What follows belongs to an exercise in optimizing a design on an open flow for small area; a production flow would make more cautious choices. Only simulation tests tie the RTL to the original design; equivalence was not proved. No driver is modelled on the clock port, so clocking that relies on it looks cheaper here than on a real chip. Power figures rest on the tool's default switching activity, not on a simulated workload.

==> flow/design.v (excerpt) <==
module AVR_109 (
    input  wire [7:0]  data_in,
    input  wire        ena_in,
    input  wire        clk,
    input  wire        reset_n,
    input  wire [15:0] prog_data_in,
    output wire        prog_mode,
    output wire [15:0] prog_addr,
    output wire [15:0] prog_data,
    output wire        prog_low,
    output wire        prog_high,
    output wire        txd,
    output wire        intercept_mode,
    output wire [7:0]  debug
);
For scale: about 650 cells after synthesis, about 72 I/O pins, about 4400 µm² of cells after synthesis.
Settings: LEC_CHECK=0, CAP_MARGIN=20, CORE_MARGIN=2, CORE_UTILIZATION=40, SLEW_MARGIN=20; clock period 4.0 ns.
standard.sh (not shown) runs the stock make flow with config.mk's settings and CLKGATE_MAP_FILE= SYNTH_SCRIPT=/design/flow/synth_recipe.tcl, a recipe that flattens the netlist after the stock synthesis.
==> flow/flow/run.sh <==
#!/bin/bash
# Layout flow: the standard ORFS flow with three changes.
#  1. After the standard synthesis, the combinational logic of its netlist is
#     re-mapped by Yosys/ABC with an area-oriented script under a delay target (resyn.tcl,
#     resyn.abc). Every register instance keeps its name and cell type.
#  2. Port buffers use the smallest buffer, buf_1.
#  3. The clock tree is built from clkbuf_8 without dummy loads.
set -euo pipefail
W=$(pwd)
R=$W/orfs/results/$FLOW_PLATFORM/AVR_109/base
bash standard.sh synth > synth.log 2>&1
cp $R/1_2_yosys.v $W/std_1_2_yosys.v
RESYN_LIB=$FLOW_HOME/platforms/$FLOW_PLATFORM/lib/sky130_fd_sc_hd__tt_025C_1v80.lib \
RESYN_NET=$W/std_1_2_yosys.v RESYN_OUT=$W/resyn_1_2_yosys.v RESYN_ABC=$W/flow/resyn.abc \
RESYN_DONT_USE="sky130_fd_sc_hd__lpflow_bleeder_1 sky130_fd_sc_hd__lpflow_clkbufkapwr_1 sky130_fd_sc_hd__lpflow_clkbufkapwr_16 sky130_fd_sc_hd__lpflow_clkbufkapwr_2 sky130_fd_sc_hd__lpflow_clkbufkapwr_4 sky130_fd_sc_hd__lpflow_clkbufkapwr_8 sky130_fd_sc_hd__lpflow_clkinvkapwr_1 sky130_fd_sc_hd__lpflow_clkinvkapwr_16 sky130_fd_sc_hd__lpflow_clkinvkapwr_2 sky130_fd_sc_hd__lpflow_clkinvkapwr_4 sky130_fd_sc_hd__lpflow_clkinvkapwr_8 sky130_fd_sc_hd__lpflow_decapkapwr_12 sky130_fd_sc_hd__lpflow_decapkapwr_3 sky130_fd_sc_hd__lpflow_decapkapwr_4 sky130_fd_sc_hd__lpflow_decapkapwr_6 sky130_fd_sc_hd__lpflow_decapkapwr_8 sky130_fd_sc_hd__lpflow_inputiso0n_1 sky130_fd_sc_hd__lpflow_inputiso0p_1 sky130_fd_sc_hd__lpflow_inputiso1n_1 sky130_fd_sc_hd__lpflow_inputiso1p_1 sky130_fd_sc_hd__lpflow_inputisolatch_1 sky130_fd_sc_hd__lpflow_isobufsrc_1 sky130_fd_sc_hd__lpflow_isobufsrc_16 sky130_fd_sc_hd__lpflow_isobufsrc_2 sky130_fd_sc_hd__lpflow_isobufsrc_4 sky130_fd_sc_hd__lpflow_isobufsrc_8 sky130_fd_sc_hd__lpflow_isobufsrckapwr_16 sky130_fd_sc_hd__lpflow_lsbuf_lh_hl_isowell_tap_1 sky130_fd_sc_hd__lpflow_lsbuf_lh_hl_isowell_tap_2 sky130_fd_sc_hd__lpflow_lsbuf_lh_hl_isowell_tap_4 sky130_fd_sc_hd__lpflow_lsbuf_lh_isowell_4 sky130_fd_sc_hd__lpflow_lsbuf_lh_isowell_tap_1 sky130_fd_sc_hd__lpflow_lsbuf_lh_isowell_tap_2 sky130_fd_sc_hd__lpflow_lsbuf_lh_isowell_tap_4 sky130_fd_sc_hd__probe_p_8 sky130_fd_sc_hd__probec_p_8 " \
  yosys -c $W/flow/resyn.tcl > resyn.log 2>&1
cp $W/resyn_1_2_yosys.v $R/1_2_yosys.v
rm -f $R/1_synth.odb
bash standard.sh \
  'BUFFER_PORTS_ARGS=-buffer_cell sky130_fd_sc_hd__buf_1' \
  'CTS_ARGS=-sink_clustering_enable -repair_clock_nets -buf_list sky130_fd_sc_hd__clkbuf_8 -dont_use_dummy_load -sink_clustering_size 30' \
  finish > layout.log 2>&1
==> flow/flow/resyn.abc <==
strash
balance -l; resub -K 6 -l; rewrite -l; resub -K 6 -N 2 -l; refactor -l; resub -K 8 -l; balance -l; resub -K 8 -N 2 -l; rewrite -l; resub -K 10 -l; rewrite -z -l; resub -K 10 -N 2 -l; balance -l; resub -K 12 -l; refactor -z -l; resub -K 12 -N 2 -l; rewrite -z -l; balance -l
&get -n
&fraig -x
&put
balance -l; resub -K 6 -l; rewrite -l; resub -K 6 -N 2 -l; refactor -l; resub -K 8 -l; balance -l; resub -K 8 -N 2 -l; rewrite -l; resub -K 10 -l; rewrite -z -l; resub -K 10 -N 2 -l; balance -l; resub -K 12 -l; refactor -z -l; resub -K 12 -N 2 -l; rewrite -z -l; balance -l
dch -f
map -D 2000
mfs2 -a
strash
dch -f
map -D 2000
topo
stime -p
==> flow/flow/resyn.tcl <==
# Re-map the combinational logic of ORFS's synthesis netlist with a stronger
# ABC script. Registers (and their instance names) are kept as they are.
yosys -import
set lib $::env(RESYN_LIB)
set net $::env(RESYN_NET)
set out $::env(RESYN_OUT)
set abcs $::env(RESYN_ABC)
read_liberty -ignore_miss_func $lib
foreach m [list sky130_fd_sc_hd__dfxtp_1 sky130_fd_sc_hd__edfxtp_1 sky130_fd_sc_hd__dfxtp_2 sky130_fd_sc_hd__dfxtp_4 sky130_fd_sc_hd__dfrtp_1 sky130_fd_sc_hd__dfstp_1] {
  setattr -mod -set blackbox 1 $m
}
read_verilog $net
hierarchy -top AVR_109
flatten
yosys rename -hide w:_*_.*
opt -purge
set du {}
foreach c $::env(RESYN_DONT_USE) { lappend du -dont_use $c }
abc -liberty $lib {*}$du -script $abcs
setundef -zero
splitnets
opt_clean -purge
hilomap -singleton -hicell sky130_fd_sc_hd__conb_1 HI -locell sky130_fd_sc_hd__conb_1 LO
insbuf -buf sky130_fd_sc_hd__buf_1 A X
opt_clean -purge
select AVR_109
write_verilog -noattr -nohex -nodec -selected $out
select -clear
tee -o /dev/stdout stat
Edit:
--- a/flow/flow/run.sh
+++ b/flow/flow/run.sh
@@ -2,6 +1,0 @@
-# Layout flow: the standard ORFS flow with three changes.
-#  1. After the standard synthesis, the combinational logic of its netlist is
-#     re-mapped by Yosys/ABC with an area-oriented script under a delay target (resyn.tcl,
-#     resyn.abc). Every register instance keeps its name and cell type.
-#  2. Port buffers use the smallest buffer, buf_1.
-#  3. The clock tree is built from clkbuf_8 without dummy loads.
@@ -14 +8 @@
-RESYN_NET=$W/std_1_2_yosys.v RESYN_OUT=$W/resyn_1_2_yosys.v RESYN_ABC=$W/flow/resyn.abc \
+RESYN_NOINSBUF=1 RESYN_NET=$W/std_1_2_yosys.v RESYN_OUT=$W/resyn_1_2_yosys.v RESYN_ABC=$W/flow/resyn.abc \
@@ -20,0 +15 @@
+  "POST_CTS_TCL=$W/flow/post_cts.tcl" \
==> flow/flow/post_cts.tcl (new file) <==
set limit 0.110
set_propagated_clock [all_clocks]
proc max_clk_slew {} {
  estimate_parasitics -placement
  set mx 0
  foreach p [get_pins -hierarchical */CLK] {
    foreach k {slew_max_rise slew_max_fall} {
      set s [get_property $p $k]
      if {$s > $mx} {set mx $s}
    }
  }
  return $mx
}
set base [max_clk_slew]
puts "post_cts: max clock-pin slew before $base"
foreach inst [[ord::get_db_block] getInsts] {
  set name [$inst getName]
  if {![string match "clkbuf_*_clk" $name]} { continue }
  set orig [[$inst getMaster] getName]
  foreach c {sky130_fd_sc_hd__clkbuf_2 sky130_fd_sc_hd__clkbuf_4} {
    if {$c == $orig} { break }
    replace_cell [get_cells $name] $c
    set s [max_clk_slew]
    if {$s <= $limit} {
      puts "post_cts: $name $orig -> $c (max slew $s)"
      break
    }
    replace_cell [get_cells $name] $orig
  }
}
detailed_placement
puts "post_cts: max clock-pin slew after [max_clk_slew]"
==> flow/flow/resyn.abc (replaced) <==
strash
&get -n
&deepsyn -T 30
&put
dch -f
amap
topo
--- a/flow/flow/resyn.tcl
+++ b/flow/flow/resyn.tcl
@@ -24 +24 @@
-insbuf -buf sky130_fd_sc_hd__buf_1 A X
+if {![info exists ::env(RESYN_NOINSBUF)]} { insbuf -buf sky130_fd_sc_hd__buf_1 A X }
CORE_UTILIZATION = 65   (was 40)
GPL_TIMING_DRIVEN = 0   (was unset)
Result:
- sequential share of layout area rose by 4.9 points
- count of clock-buffer cells in the layout stays the same
- critical path depth decreases by 7
- flip-flop and latch count does not change
- utilization goes up by 32 points
- routed wire length decreases by 13%
- cell area fell by 12%
- total power goes down by 34%
- via count came out lower by 9.0%
- maximum frequency goes down by 8.1%
- global-route usage goes up by 11 points

== red ==
AVR_109, a different RTL version from the one above (not shown whole).
Size in the first run: roughly 490 cells after synthesis, roughly 72 I/O pins, ~3800 um^2 of cells after synthesis.
export LEC_CHECK = 0
export CAP_MARGIN = 20
export CORE_MARGIN = 2
export CORE_UTILIZATION = 65
export GPL_TIMING_DRIVEN = 0
export SLEW_MARGIN = 20
create_clock -name core_clock -period 4.0 [get_ports {clk}]
==> flow/flow/run.sh <==
#!/bin/bash
set -euo pipefail
W=$(pwd)
R=$W/orfs/results/$FLOW_PLATFORM/AVR_109/base
bash standard.sh synth > synth.log 2>&1
cp $R/1_2_yosys.v $W/std_1_2_yosys.v
LIB=$FLOW_HOME/platforms/$FLOW_PLATFORM/lib/sky130_fd_sc_hd__tt_025C_1v80.lib
# ABC's deep synthesis is randomised: try eight seeds, each with and without a
# final don't-care (mfs2) pass, four at a time, and keep the smallest netlist.
try() {  # try NAME SCRIPT SEED
  sed "s/&deepsyn /\\&deepsyn -S $3 /" $W/flow/$2 > $W/resyn_$1.abc
  RESYN_LIB=$LIB RESYN_NOINSBUF=1 RESYN_NET=$W/std_1_2_yosys.v RESYN_OUT=$W/resyn_$1.v \
  RESYN_ABC=$W/resyn_$1.abc \
  RESYN_DONT_USE="sky130_fd_sc_hd__lpflow_bleeder_1 sky130_fd_sc_hd__lpflow_clkbufkapwr_1 sky130_fd_sc_hd__lpflow_clkbufkapwr_16 sky130_fd_sc_hd__lpflow_clkbufkapwr_2 sky130_fd_sc_hd__lpflow_clkbufkapwr_4 sky130_fd_sc_hd__lpflow_clkbufkapwr_8 sky130_fd_sc_hd__lpflow_clkinvkapwr_1 sky130_fd_sc_hd__lpflow_clkinvkapwr_16 sky130_fd_sc_hd__lpflow_clkinvkapwr_2 sky130_fd_sc_hd__lpflow_clkinvkapwr_4 sky130_fd_sc_hd__lpflow_clkinvkapwr_8 sky130_fd_sc_hd__lpflow_decapkapwr_12 sky130_fd_sc_hd__lpflow_decapkapwr_3 sky130_fd_sc_hd__lpflow_decapkapwr_4 sky130_fd_sc_hd__lpflow_decapkapwr_6 sky130_fd_sc_hd__lpflow_decapkapwr_8 sky130_fd_sc_hd__lpflow_inputiso0n_1 sky130_fd_sc_hd__lpflow_inputiso0p_1 sky130_fd_sc_hd__lpflow_inputiso1n_1 sky130_fd_sc_hd__lpflow_inputiso1p_1 sky130_fd_sc_hd__lpflow_inputisolatch_1 sky130_fd_sc_hd__lpflow_isobufsrc_1 sky130_fd_sc_hd__lpflow_isobufsrc_16 sky130_fd_sc_hd__lpflow_isobufsrc_2 sky130_fd_sc_hd__lpflow_isobufsrc_4 sky130_fd_sc_hd__lpflow_isobufsrc_8 sky130_fd_sc_hd__lpflow_isobufsrckapwr_16 sky130_fd_sc_hd__lpflow_lsbuf_lh_hl_isowell_tap_1 sky130_fd_sc_hd__lpflow_lsbuf_lh_hl_isowell_tap_2 sky130_fd_sc_hd__lpflow_lsbuf_lh_hl_isowell_tap_4 sky130_fd_sc_hd__lpflow_lsbuf_lh_isowell_4 sky130_fd_sc_hd__lpflow_lsbuf_lh_isowell_tap_1 sky130_fd_sc_hd__lpflow_lsbuf_lh_isowell_tap_2 sky130_fd_sc_hd__lpflow_lsbuf_lh_isowell_tap_4 sky130_fd_sc_hd__probe_p_8 sky130_fd_sc_hd__probec_p_8 " \
    yosys -c $W/flow/resyn.tcl > resyn_$1.log 2>&1
}
for S in 0 1 2 3; do try p$S resyn.abc $S & done; wait
for S in 0 1 2 3; do try m$S resyn_mfs.abc $S & done; wait
for S in 4 5 6 7; do try p$S resyn.abc $S & done; wait
for S in 4 5 6 7; do try m$S resyn_mfs.abc $S & done; wait
best=""; best_area=""
for N in p0 p1 p2 p3 p4 p5 p6 p7 m0 m1 m2 m3 m4 m5 m6 m7; do
  [[ -s $W/resyn_$N.v ]] || continue
  a=$(python3 $W/flow/area.py $LIB $W/resyn_$N.v) || continue
  echo "$N area $a" >> resyn_pick.log
  if [[ -z "$best" ]] || python3 -c "import sys; sys.exit(0 if $a < $best_area else 1)"; then
    best=$N; best_area=$a
  fi
done
echo "picked $best" >> resyn_pick.log
cp $W/resyn_$best.v $W/resyn_1_2_yosys.v
cp $W/resyn_1_2_yosys.v $R/1_2_yosys.v
rm -f $R/1_synth.odb
bash standard.sh \
  'BUFFER_PORTS_ARGS=-buffer_cell sky130_fd_sc_hd__buf_1' \
  "POST_CTS_TCL=$W/flow/post_cts.tcl" \
  'CTS_ARGS=-sink_clustering_enable -repair_clock_nets -buf_list sky130_fd_sc_hd__clkbuf_8 -dont_use_dummy_load -sink_clustering_size 30' \
  finish > layout.log 2>&1
==> flow/flow/resyn.tcl <==
# Re-map the combinational logic of ORFS's synthesis netlist with a stronger
# ABC script. Registers (and their instance names) are kept as they are.
yosys -import
set lib $::env(RESYN_LIB)
set net $::env(RESYN_NET)
set out $::env(RESYN_OUT)
set abcs $::env(RESYN_ABC)
read_liberty -ignore_miss_func $lib
foreach m [list sky130_fd_sc_hd__dfxtp_1 sky130_fd_sc_hd__edfxtp_1 sky130_fd_sc_hd__dfxtp_2 sky130_fd_sc_hd__dfxtp_4 sky130_fd_sc_hd__dfrtp_1 sky130_fd_sc_hd__dfstp_1] {
  setattr -mod -set blackbox 1 $m
}
read_verilog $net
hierarchy -top AVR_109
flatten
yosys rename -hide w:_*_.*
opt -purge
set du {}
foreach c $::env(RESYN_DONT_USE) { lappend du -dont_use $c }
abc -liberty $lib {*}$du -script $abcs
setundef -zero
splitnets
opt_clean -purge
hilomap -singleton -hicell sky130_fd_sc_hd__conb_1 HI -locell sky130_fd_sc_hd__conb_1 LO
if {![info exists ::env(RESYN_NOINSBUF)]} { insbuf -buf sky130_fd_sc_hd__buf_1 A X }
opt_clean -purge
select AVR_109
write_verilog -noattr -nohex -nodec -selected $out
select -clear
tee -o /dev/stdout stat
==> flow/flow/resyn_mfs.abc <==
strash
&get -n
&deepsyn -T 30
&put
dch -f
amap
mfs2 -a
strash
dch -f
amap
topo
Other scripts of this flow, unchanged in this note and not shown: flow/flow/area.py, flow/flow/post_cts.tcl, flow/flow/resyn.abc
red: no failed stages, no open violations at the end
What blue does differently from red at the input level:
--- a/flow/flow/run.sh
+++ b/flow/flow/run.sh
@@ -8 +8 @@
-# ABC's deep synthesis is randomised: try eight seeds, each with and without a
+# ABC's deep synthesis is randomised: try four seeds, each with and without a
@@ -19,2 +18,0 @@
-for S in 4 5 6 7; do try p$S resyn.abc $S & done; wait
-for S in 4 5 6 7; do try m$S resyn_mfs.abc $S & done; wait
@@ -22 +20 @@
-for N in p0 p1 p2 p3 p4 p5 p6 p7 m0 m1 m2 m3 m4 m5 m6 m7; do
+for N in p0 p1 p2 p3 m0 m1 m2 m3; do
### Flow results
Re total number of vias: no difference whatsoever between blue and red. [compare] base=red new=blue: fraction of met3 tracks used by global routing barely changed; final instance count without filler cells barely changed.
Inputs modified between blue and green:
--- a/flow/flow/run.sh
+++ b/flow/flow/run.sh
@@ -8,6 +8,6 @@
-# ABC's deep synthesis is randomised: try four seeds, each with and without a
-# final don't-care (mfs2) pass, four at a time, and keep the smallest netlist.
-try() {  # try NAME SCRIPT SEED
-  sed "s/&deepsyn /\\&deepsyn -S $3 /" $W/flow/$2 > $W/resyn_$1.abc
-  RESYN_LIB=$LIB RESYN_NOINSBUF=1 RESYN_NET=$W/std_1_2_yosys.v RESYN_OUT=$W/resyn_$1.v \
-  RESYN_ABC=$W/resyn_$1.abc \
+# ABC's deep synthesis is randomised: run it with four seeds at once and keep
+# the smallest netlist.
+for S in 0 1 2 3; do
+  sed "s/&deepsyn /\&deepsyn -S $S /" $W/flow/resyn.abc > $W/resyn_$S.abc
+  RESYN_LIB=$LIB RESYN_NOINSBUF=1 RESYN_NET=$W/std_1_2_yosys.v RESYN_OUT=$W/resyn_$S.v \
+  RESYN_ABC=$W/resyn_$S.abc \
@@ -15,4 +15,3 @@
-    yosys -c $W/flow/resyn.tcl > resyn_$1.log 2>&1
-}
-for S in 0 1 2 3; do try p$S resyn.abc $S & done; wait
-for S in 0 1 2 3; do try m$S resyn_mfs.abc $S & done; wait
+    yosys -c $W/flow/resyn.tcl > resyn_$S.log 2>&1 &
+done
+wait
@@ -20,4 +19,4 @@
-for N in p0 p1 p2 p3 m0 m1 m2 m3; do
-  [[ -s $W/resyn_$N.v ]] || continue
-  a=$(python3 $W/flow/area.py $LIB $W/resyn_$N.v) || continue
-  echo "$N area $a" >> resyn_pick.log
+for S in 0 1 2 3; do
+  [[ -s $W/resyn_$S.v ]] || continue
+  a=$(python3 $W/flow/area.py $LIB $W/resyn_$S.v) || continue
+  echo "seed $S area $a" >> resyn_pick.log
@@ -25 +24 @@
-    best=$N; best_area=$a
+    best=$S; best_area=$a
@@ -28 +27 @@
-echo "picked $best" >> resyn_pick.log
+echo "picked seed $best" >> resyn_pick.log
removed: flow/flow/resyn_mfs.abc
==> run summary <==
- Per the comparison of green with blue, effective utilization at floorplan decreased 1.8 points, peak supply drop decreased about 11%.
- When the final numbers for blue and green were put side by side, the all-layer global routing usage turned out to be greater in green.
- After detailed routing, blue needs less wire than green.
- green improves on blue in setup slack of the most critical reg-to-reg path.
- The run showing the greater multi-input gate count is blue.

re-timing with driven ports:
How much do the figures lean on ideal ports? The routed layouts below were timed once more, with nothing changed but the port constraints. Step 1: set_driving_cell puts a clkbuf_16 on clk and a buf_2 on each other input, an assumption about the parent block. Step 2 times the ports against the registers' clock, not the clock port: input delays grow and output delays shrink by t, the midpoint of the rising clock arrivals with the driver on. a / b / c = ideal / step 1 / step 2; a / b = the first two.
run	t, ns	setup WS [ns]	hold WS [ns]	latest minus earliest clock arrival (ns)	cell pins on the clock port's net
the first run of note 1	0.370	0.684 / 0.684 / 0.684	0.395 / 0.395 / 0.395	0.025 / 0.025	1
the second run of note 1	0.519	0.391 / 0.361 / 0.456	0.402 / 0.402 / 0.402	0.035 / 0.036	1
red	0.529	0.248 / 0.248 / 0.248	0.402 / 0.402 / 0.402	0.028 / 0.028	1
blue	0.529	0.248 / 0.248 / 0.248	0.402 / 0.402 / 0.402	0.028 / 0.028	1
green	0.553	0.349 / 0.349 / 0.349	0.425 / 0.419 / 0.426	0.033 / 0.033	1
After both steps setup and hold are still met in every run listed.
